Context: an optimization exercise on an open-source flow, tuned for small area. The choices shown serve that exercise and are no tape-out recipe.
The RTL was checked by simulation tests, not by an equivalence proof against the original design.
No activity file was given, so power comes from the tool's default toggle rates.

<file path="flow/design.v">
`timescale 1ns / 1ps
module object_renderer(
    input [9:0] x,
    input [9:0] y,
    input [9:0] object_pos_x,
    input [9:0] object_pos_y,
    input [9:0] object_w,
    input [9:0] object_h,
    output render
);
    assign render = (x >= (object_pos_x)) && (x < (object_pos_x) + (object_w)) 
                    && (y >= (object_pos_y)) && (y < (object_pos_y) + (object_h)) ;
endmodule
`timescale 1ns / 1ps
module object_position_controller (
    input centi_second_tick,
    input object_control_level,
    input clk_calculation,
    input reset,
    input [2:0] movement_direction,
    input [9:0] object_pos_x,
    input [9:0] object_pos_y,
    input [4:0] object_speed,
    input [7:0] object_destroy_time,
    input [1:0] object_destroy_trigger,
    input sync_object_position,
    input  [9:0]  display_pos_x1,
    input  [9:0]  display_pos_y1,
    input  [9:0]  display_pos_x2,
    input  [9:0]  display_pos_y2,
    input [9:0]  object_w,
    input [9:0]  object_h,
    output reg update_object_position,
    output reg [9:0] object_override_w,
    output reg [9:0] object_override_h,
    output wire [9:0] object_override_pos_x,
    output wire [9:0] object_override_pos_y,
    output reg object_free
);
    reg object_free_override;
    localparam SCALE_FACTOR_BITS = 3;
    localparam SCALE_FACTOR = 8;
    reg [9+SCALE_FACTOR_BITS:0] object_override_pos_x_hired;
    reg [9+SCALE_FACTOR_BITS:0] object_override_pos_y_hired;
    reg [2:0] movement_direction_hired;
    reg [4:0] object_speed_hired;
    reg [9+SCALE_FACTOR_BITS:0] display_pos_x1_hired;
    reg [9+SCALE_FACTOR_BITS:0] display_pos_y1_hired;
    reg [9+SCALE_FACTOR_BITS:0] display_pos_x2_hired;
    reg [9+SCALE_FACTOR_BITS:0] display_pos_y2_hired;
    assign object_override_pos_x = object_override_pos_x_hired >> SCALE_FACTOR_BITS;
    assign object_override_pos_y = object_override_pos_y_hired >> SCALE_FACTOR_BITS;
    reg [7:0] object_destroy_time_count;
    reg [6:0] centi_second;
    reg [7:0] object_destroy_time_master;
    reg sync_master;
    reg update_master;
    always @(posedge clk_calculation) if (centi_second_tick) begin
        if(reset) begin
            object_free_override <= 0;
            centi_second <= 0;
            object_destroy_time_count <= 255;
            update_master <= 0;
        end if(!sync_master) begin
            object_free_override <= 0;
            object_destroy_time_count <= object_destroy_time_master;
            update_master <= 1;
        end else if (object_free) begin
            object_destroy_time_count <= 255;
            centi_second <= 0;
            object_free_override <= 0;
            update_master <= 0;
        end else begin
            update_master <= 0;
            if(centi_second == 100) begin
                centi_second <= 0;
                if(object_destroy_time_count > 0)
                    object_destroy_time_count <= object_destroy_time_count - 1;
            end else begin
                centi_second <= centi_second + 1;
            end
            if(object_destroy_time_count == 0) begin
                object_free_override <= 1;
            end 
        end
    end
    reg clk_obj_sync_1, clk_obj_sync_2;
    always @(posedge clk_calculation) begin
        clk_obj_sync_1 <= object_control_level;
        clk_obj_sync_2 <= clk_obj_sync_1;
    end
    wire obj_control_pulse = clk_obj_sync_1 & ~clk_obj_sync_2;
    always @(posedge clk_calculation) begin
        if(reset) begin
            update_object_position <= 0;
            object_override_pos_x_hired <= 0;
            object_override_pos_y_hired <= 0;
            object_free <= 1;
            display_pos_x1_hired <= 0;
            display_pos_y1_hired <= 0;
            display_pos_x2_hired <= 0;
            display_pos_y2_hired <= 0;
            object_override_w <= 0;
            object_override_h <= 0;
            movement_direction_hired <= movement_direction;
            object_speed_hired <= object_speed;
            sync_master <= 0;
        end else begin
            if (!sync_object_position) begin
                object_override_pos_x_hired <= object_pos_x << SCALE_FACTOR_BITS;
                object_override_pos_y_hired <= object_pos_y << SCALE_FACTOR_BITS;
                movement_direction_hired <= movement_direction;
                object_speed_hired <= object_speed;
                display_pos_x1_hired <=  display_pos_x1 << SCALE_FACTOR_BITS;
                display_pos_y1_hired <=  display_pos_y1 << SCALE_FACTOR_BITS;
                display_pos_x2_hired <=  display_pos_x2 << SCALE_FACTOR_BITS;
                display_pos_y2_hired <=  display_pos_y2 << SCALE_FACTOR_BITS;
                object_override_w <= object_w;
                object_override_h <= object_h;
                update_object_position <= 1;
                object_free <= 0;
                object_destroy_time_master <= object_destroy_time;
                sync_master <= 0;
            end else if (object_free) begin
                object_override_pos_x_hired <= 0;
                object_override_pos_y_hired <= 0;
                object_override_w <= 0;
                object_override_h <= 0;
                sync_master <= 1;
            end else begin
                update_object_position <= 0;
                if(update_master) begin
                    sync_master <= 1;
                end else begin
                    case (object_destroy_trigger)
                        2: begin
                            if (object_override_pos_x_hired > 640*SCALE_FACTOR ||
                                object_override_pos_x_hired + (object_override_w<<SCALE_FACTOR_BITS) < 0   ||
                                object_override_pos_y_hired > 480*SCALE_FACTOR ||
                                object_override_pos_y_hired + (object_override_h<<SCALE_FACTOR_BITS) < 0) begin
                                object_free <= 1;
                            end
                        end
                        1: begin
                            if (object_override_pos_x_hired > display_pos_x2_hired||
                                object_override_pos_x_hired + (object_override_w<<SCALE_FACTOR_BITS) < display_pos_x1_hired   ||
                                object_override_pos_y_hired > display_pos_y2_hired ||
                                object_override_pos_y_hired + (object_override_h<<SCALE_FACTOR_BITS) < display_pos_y1_hired) begin
                                object_free <= 1;
                            end
                        end
                    endcase
                    if(obj_control_pulse) begin
                        if(object_free_override)
                            object_free <= 1;
                        case (movement_direction_hired)
                            0: begin
                                object_override_pos_y_hired <= object_override_pos_y_hired - object_speed_hired;
                            end
                            1: begin
                                object_override_pos_y_hired <= object_override_pos_y_hired - object_speed_hired;
                                object_override_pos_x_hired <= object_override_pos_x_hired + object_speed_hired;       
                            end
                            2: begin
                                object_override_pos_x_hired <= object_override_pos_x_hired + object_speed_hired;       
                            end
                            3: begin
                                object_override_pos_y_hired <= object_override_pos_y_hired + object_speed_hired;
                                object_override_pos_x_hired <= object_override_pos_x_hired + object_speed_hired;       
                            end
                            4: begin
                                object_override_pos_y_hired <= object_override_pos_y_hired + object_speed_hired;   
                            end
                            5: begin
                                object_override_pos_y_hired <= object_override_pos_y_hired + object_speed_hired;
                                object_override_pos_x_hired <= object_override_pos_x_hired - object_speed_hired;       
                            end
                            6: begin
                                object_override_pos_x_hired <= object_override_pos_x_hired - object_speed_hired;       
                            end
                            7: begin
                                object_override_pos_y_hired <= object_override_pos_y_hired - object_speed_hired;
                                object_override_pos_x_hired <= object_override_pos_x_hired - object_speed_hired;       
                            end
                        endcase
                    end
                end
            end
        end
    end
endmodule
`timescale 1ns / 1ps
module multi_object_trigger_runtime #(
    parameter integer OBJECT_AMOUNT = 16
) (
    input centi_second_tick,
    input object_control_level,
    input clk_calculation,
    input reset,
    input [9:0] x,
    input [9:0] y,
    input [2:0] object_movement_direction,
    input [9:0] object_pos_x,
    input [9:0] object_pos_y,
    input [9:0] object_w,
    input [9:0] object_h,
    input [4:0] object_speed,
    input [7:0] object_destroy_time,
    input [1:0] object_destroy_trigger,
    input [9:0] player_pos_x,
    input [9:0] player_pos_y,
    input [9:0] player_w,
    input [9:0] player_h,
    input  [9:0]  display_pos_x1,
    input  [9:0]  display_pos_y1,
    input  [9:0]  display_pos_x2,
    input  [9:0]  display_pos_y2,
    input sync_object_position,
    input is_reset_stage,
    output reg update_object_position,
    output wire object_signal,
    output reg is_trigger_player 
);
    genvar i;
    integer it;
    integer k;
    reg get_itertor_ready_state_state;
    reg [9:0] itertor_ready_state;
    reg [OBJECT_AMOUNT-1: 0] object_ready_state ;
    wire [9:0] object_override_pos_x_hired [OBJECT_AMOUNT-1: 0];
    wire [9:0] object_override_pos_y_hired [OBJECT_AMOUNT-1: 0];
    wire [9:0] object_override_w_hired [OBJECT_AMOUNT-1: 0];
    wire [9:0] object_override_h_hired [OBJECT_AMOUNT-1: 0];
    reg [OBJECT_AMOUNT-1: 0] sync_object_position_i ;
    wire [OBJECT_AMOUNT-1: 0] update_object_position_i ;
    wire [OBJECT_AMOUNT-1: 0] object_signal_i ;
    wire [OBJECT_AMOUNT-1: 0] object_free_i;
    reg second_sync; 
    always @(posedge clk_calculation) begin
        is_trigger_player <= 0;
        for (it = 0; it < OBJECT_AMOUNT; it = it + 1) begin
             if (
                    (player_pos_x <  object_override_pos_x_hired[it] + object_override_w_hired[it]) &&
                    (player_pos_x + player_w > object_override_pos_x_hired[it]) &&
                    (player_pos_y <  object_override_pos_y_hired[it] + object_override_h_hired[it]) &&
                    (player_pos_y + player_h > object_override_pos_y_hired[it])
                ) begin
                    is_trigger_player <= 1;
                end
        end
    end
    assign object_signal = |object_signal_i;    
    always @(posedge clk_calculation) begin
        if(reset||is_reset_stage) begin
            update_object_position <= 0;
            itertor_ready_state <= 0;
            get_itertor_ready_state_state <= 0;
            second_sync <= 0;
            for (it = 0; it < OBJECT_AMOUNT; it = it + 1) begin
                object_ready_state[it] <= 1'b1;         
                sync_object_position_i[it] <= 1'b1;     
            end
        end else begin
            if (!sync_object_position) begin
                if(!get_itertor_ready_state_state) begin
                    for(it = 0; it < OBJECT_AMOUNT; it = it + 1) begin
                        if(object_ready_state[it]) begin
                            itertor_ready_state <= it; 
                        end
                    end
                    get_itertor_ready_state_state <= 1;
                 end else begin
                    object_ready_state[itertor_ready_state] <= 0;  
                    sync_object_position_i[itertor_ready_state] <= 0;
                    if (update_object_position_i[itertor_ready_state]) begin
                        sync_object_position_i[itertor_ready_state] <= 1'b1;
                        update_object_position <= 1;
                        get_itertor_ready_state_state <= 0;
                    end 
                 end
            end else begin
                update_object_position <= 0;
                get_itertor_ready_state_state <= 0;
                 for (it = 0; it < OBJECT_AMOUNT; it = it + 1) begin
                   sync_object_position_i[it] <= 1'b1;     
                   if(object_free_i[it]) begin
                        object_ready_state[it] <= 1;
                   end
               end
            end
        end
    end
    generate
        for (i = 0; i < OBJECT_AMOUNT; i = i + 1) begin : OBJECTS
            object_position_controller object_collider_position_control (
                .centi_second_tick(centi_second_tick),
                .object_control_level(object_control_level),
                .clk_calculation(clk_calculation),
                .reset(reset||is_reset_stage),
                .movement_direction(object_movement_direction),
                .object_pos_x(object_pos_x),
                .object_pos_y(object_pos_y),
                .object_speed(object_speed),
                .object_destroy_time(object_destroy_time),
                .object_destroy_trigger(object_destroy_trigger),
                .sync_object_position(sync_object_position_i[i]),
                .display_pos_x1(display_pos_x1),
                .display_pos_y1(display_pos_y1),
                .display_pos_x2(display_pos_x2),
                .display_pos_y2(display_pos_y2),
                .object_w(object_w),
                .object_h(object_h),
                .update_object_position(update_object_position_i[i]),
                .object_override_pos_x(object_override_pos_x_hired[i]),
                .object_override_pos_y(object_override_pos_y_hired[i]),
                .object_override_w(object_override_w_hired[i]),
                .object_override_h(object_override_h_hired[i]),
                .object_free(object_free_i[i])
            );
            object_renderer object_colider_render (
                .x(x),
                .y(y),
                .object_pos_x(object_override_pos_x_hired[i]),
                .object_pos_y(object_override_pos_y_hired[i]),
                .object_w(object_override_w_hired[i]),
                .object_h(object_override_h_hired[i]),
                .render(object_signal_i[i])
            );
        end
    endgenerate
endmodule
</file>
<file path="flow/run.sh">
#!/bin/bash
# synth_recipe.tcl (not shown) runs the flow's synth.tcl, then flattens the netlist and writes it again
# the make line also repeats each setting of config.mk as NAME=value (left out here)
make -C /OpenROAD-flow-scripts/flow DESIGN_CONFIG=/design/flow/config.mk WORK_HOME=/design/flow/orfs CLKGATE_MAP_FILE= SYNTH_SCRIPT=/design/flow/synth_recipe.tcl finish
</file>
<file path="flow/config.mk">
export PLATFORM = sky130hd
export DESIGN_NAME = multi_object_trigger_runtime
export DESIGN_NICKNAME = multi_object_trigger_runtime
export VERILOG_FILES = /design/flow/design.v
export SDC_FILE = /design/flow/constraint.sdc
export NUM_CORES = 4
export LEC_CHECK = 0
export CAP_MARGIN = 20
export CORE_MARGIN = 2
export CORE_UTILIZATION = 40
export PLACE_DENSITY = 0.6
export SLEW_MARGIN = 20
</file>
<file path="flow/constraint.sdc">
create_clock -name core_clock -period 8.0 [get_ports {clk_calculation}]
set_input_delay 1.6000 -clock core_clock [delete_from_list [all_inputs] [get_ports {clk_calculation}]]
set_output_delay 1.6000 -clock core_clock [all_outputs]
set_load 0.01 [all_outputs]
</file>
==> notes.md <==
## power breakdown
| part | internal [mW] | switching [mW] | total, mW | leakage [nW] |
|---|---|---|---|---|
| registers | 10.5 | 0.165 | 10.6 | 16.9 |
| clock network | 6.39 | 4.80 | 11.2 | 3.86 |
| logic | 1.43 | 2.85 | 4.28 | 50.5 |
| total | 18.3 | 7.81 | 26.1 | 71.3 |
## cells by family (layout without fill, tap and decap cells)
logic type	count (synthesis)	count (layout)	synth area share [%]
other cells	0	70	0
simple gates	3833	3833	12.0
mux	711	711	4.79
buf+inv	2345	2710	5.87
compound gates	4488	4488	19.5
fa+ha+maj	2679	2679	22.7
flops	1993	1993	30.1
xor+xnor	874	874	5.11
## area by class of cell
cell class              instances  area (um2)
clock inverters               115        1180
inverters                    1785        6700
diodes                         70         175
well taps                    4972        6220
multi-input cells           12600       96300
repair buffers                494        3760
flip-flops and latches       1993       45200
clock buffers                 316        6650
fillers                     36600      206000
## path summary, 6_finish.rpt
check	startpoint	endpoint	slack (ns)
setup / recovery	flop	object_signal	0.42
hold / removal	flop	flop	0.40
setup reg to reg	flop	is_trigger_player	2.94
hold reg to reg	flop	flop	0.40
## cell usage after synthesis (all sizes together), types with 41 or more instances
library cell,instances,area [um2]
ha,2613,32700
xnor2,631,5530
o22a,127,1110
edfxtp,528,15900
nand2,610,2290
o31ai,52,390
nor2b,164,1030
o21bai,255,1910
fa,66,1320
a22oi,127,953
a31oi,140,876
o21ai,863,4320
inv,1785,6700
clkbuf,519,1950
o221ai,136,1190
xor2,243,2130
a22o,288,2520
o211ai,135,1010
nor4,55,344
mux2i,706,7070
nor2,1566,5880
or3,91,569
nand3,247,1240
a21oi,1326,6640
nand2b,308,1930
buf,41,154
and3,55,344
a2111oi,56,503
nor3,415,2080
a211oi,151,1130
nand4,183,1140
o2111ai,49,429
dfxtp,1465,29300
a21boi,80,601
a21o,385,2890
o21a,117,878
## stage by stage
step / area (um2) / util [%] / worst slack, ns
after floorplan: 150000 / - / 2.30
after global placement: 158000 / 42.4 / 0.620
after global routing: 166000 / 44.6 / 0.278
after CTS: 166000 / 44.5 / 0.00951
final: 166000 / 44.6 / 0.420
after detailed placement: 158000 / 42.4 / 0.618
## worst max-delay path, cell delays in order (launching register included)
cell and delay [ns]:
dfxtp_1 0.49, ha_1 0.30, a21o_1 0.16, a21oi_1 0.23, o21bai_1 0.09, a21oi_1 0.22
o21bai_1 0.09, a21oi_1 0.30, o21bai_1 0.11, a21oi_1 0.33, xnor2_2 0.18, ha_1 0.33
and3_1 0.18, a221oi_1 0.08, nand3_1 0.09, a31oi_1 0.06, o211ai_1 0.40, nand4_1 0.59
or3_4 0.61, dlymetal6s2s_1 0.20
## routing by layer
metal / vias to the layer above / global-route usage, % / share of wire, %
li1: 61300 / - / -
met1: 63800 / 41.7 / 41
met2: 6716 / 48.0 / 42
met3: 1481 / 5.91 / 10
met4: 16 / 18.5 / 6.7
met5: - / 0 / 0.018
## layout by cell type (no fill, tap or decap), types with 127 or more instances in the layout
cell,synthesis,final
nor2b_1,164,163
nand4_1,183,183
a21oi_1,1326,1320
a31oi_1,140,140
edfxtp_1,528,528
a22oi_1,127,127
nor2_1,1566,1544
inv_1,1785,1772
a22o_1,288,288
mux2i_1,706,706
ha_1,2613,2612
o21ai_0,815,814
o22a_1,127,127
nand2b_1,308,307
nor3_1,415,414
xnor2_1,631,614
o211ai_1,135,135
a21o_1,385,385
nand2_1,610,610
o21bai_1,255,255
buf_4,0,332
nand3_1,247,247
xor2_1,243,241
o221ai_1,136,136
clkbuf_16,0,241
dfxtp_1,1465,1437
a211oi_1,151,151
## repair_timing
action,4_1_cts,5_1_grt
gates cloned,0,0
setup endpoints to repair,1,1
buffers inserted,0,2
gates resized for setup,5,28
endpoints found under the hold margin,0,0
pin swaps,1,13
==> metrics.yaml <==
rsz0062_at_grt: "no"
antenna_left: 0
critPathMaxFanout: 5
relSlewSlack_pct: 19.3
fin_cells: 22300
worstRegToRegCells: 18
syn_inst: 16900
grt_pass1_wl_um: 874000
crit_type: "reg -> out"
tightestPinTransition_ns: 1.21
vdd_drop_max_uv: 215
syn2layout_area_growth_pct: 10.9
grt_remaining_overflow: 0
avgSynthCellArea_um2: 8.86
crit_path_end_kind: "primary output"
seq_area_frac_synth_pct: 30.1
start_kind: "flop"
synth-main-ff-cell: "dfxtp_1"
die_h_um: 616
rows: 224
cts_buffers: 232
insertion_delay_ns: 0.96
core-area_mm2: 0.373
grt_antenna_before_repair: 75
finalSetupViolCount: 0
drt_pass1_iterations: 8
root_buffer: "clkbuf_16"
routabilityCongestion: 1.01
hold_buffers: 0
cp.required_ns: 6.40
drt_wl_total_um: 623000
die_area_mm2: 0.380
power.leakage_nw: 71.3
wire_per_inst_um: 27.9
status: "timing/DRC/antenna clean"
max_freq_ghz: 0.132
drive_above_1_share_pct: 5.61
synth_seq_cells: 1993
cap_violations: 0
dpl.hpwl_um: 434000
whs_path_depth: 0
synth_edf_count: 528
min_path_type: "reg -> reg"
vias: 133000
ys_types: 70
cts_tree: "yes"
first_global_vias: 120000
hold_viol: 0
yosysWarnings: 2
synthArstFlopShare_pct: 0
cp.arrival_ns: 5.98
initialDrtViolationCount: 15800
period_share_pct: 94.8
slew_violations: 0
report.power.total_mw: 26.1
fin_setup_tns_ns: 0
holdWs_ns: 0.399
start_util_pct: 40.2
grt_max_degree: 137
finClkSkew_ns: 0.0686
grt_usage_pct: 31.6
p_per_area_mw_per_mm2: 157
placedCellCount: 21800
clk_pin_slew_ns: 0.06
nets: 19900
period_needed_ns: 7.58
num_io_pins: 167
htree_levels: 4
viasPerCell: 5.97
cts.sinks: 1993
cts.path.max_buffers: 4
die_w_um: 616
port_buffers: 166
synth_nets: 19800
drc: 0
synth_area_mm2: 0.150

-- separate check: timing with driven ports --
The results above use ideal ports. As a check the final layout listed here was re-extracted and re-timed, cells and wires unchanged. Step 1 (the two cells are an assumption about what drives the block):
set clk [get_ports {clk_calculation}]
set_driving_cell -lib_cell sky130_fd_sc_hd__clkbuf_16 $clk
set_driving_cell -lib_cell sky130_fd_sc_hd__buf_2 [delete_from_list [all_inputs] $clk]
Step 2, shift: input delay + t, output delay - t, t = (earliest + latest rising clock arrival at the registers) / 2. This alone moves slack from input paths to output paths. Slacks: ideal ports / drivers / drivers and shift; pairs: ideal ports / drivers.
t (ns): 1.037
setup slack, ns: 0.420 / 0.312 / 0.530
clock arrival spread, ns: 0.069 / 0.070
cell pins on the clock port's net: 1
After both steps setup and hold are still met in this run. The setup slack of this run moves by -0.108 ns with the drivers and by +0.110 ns with both steps.
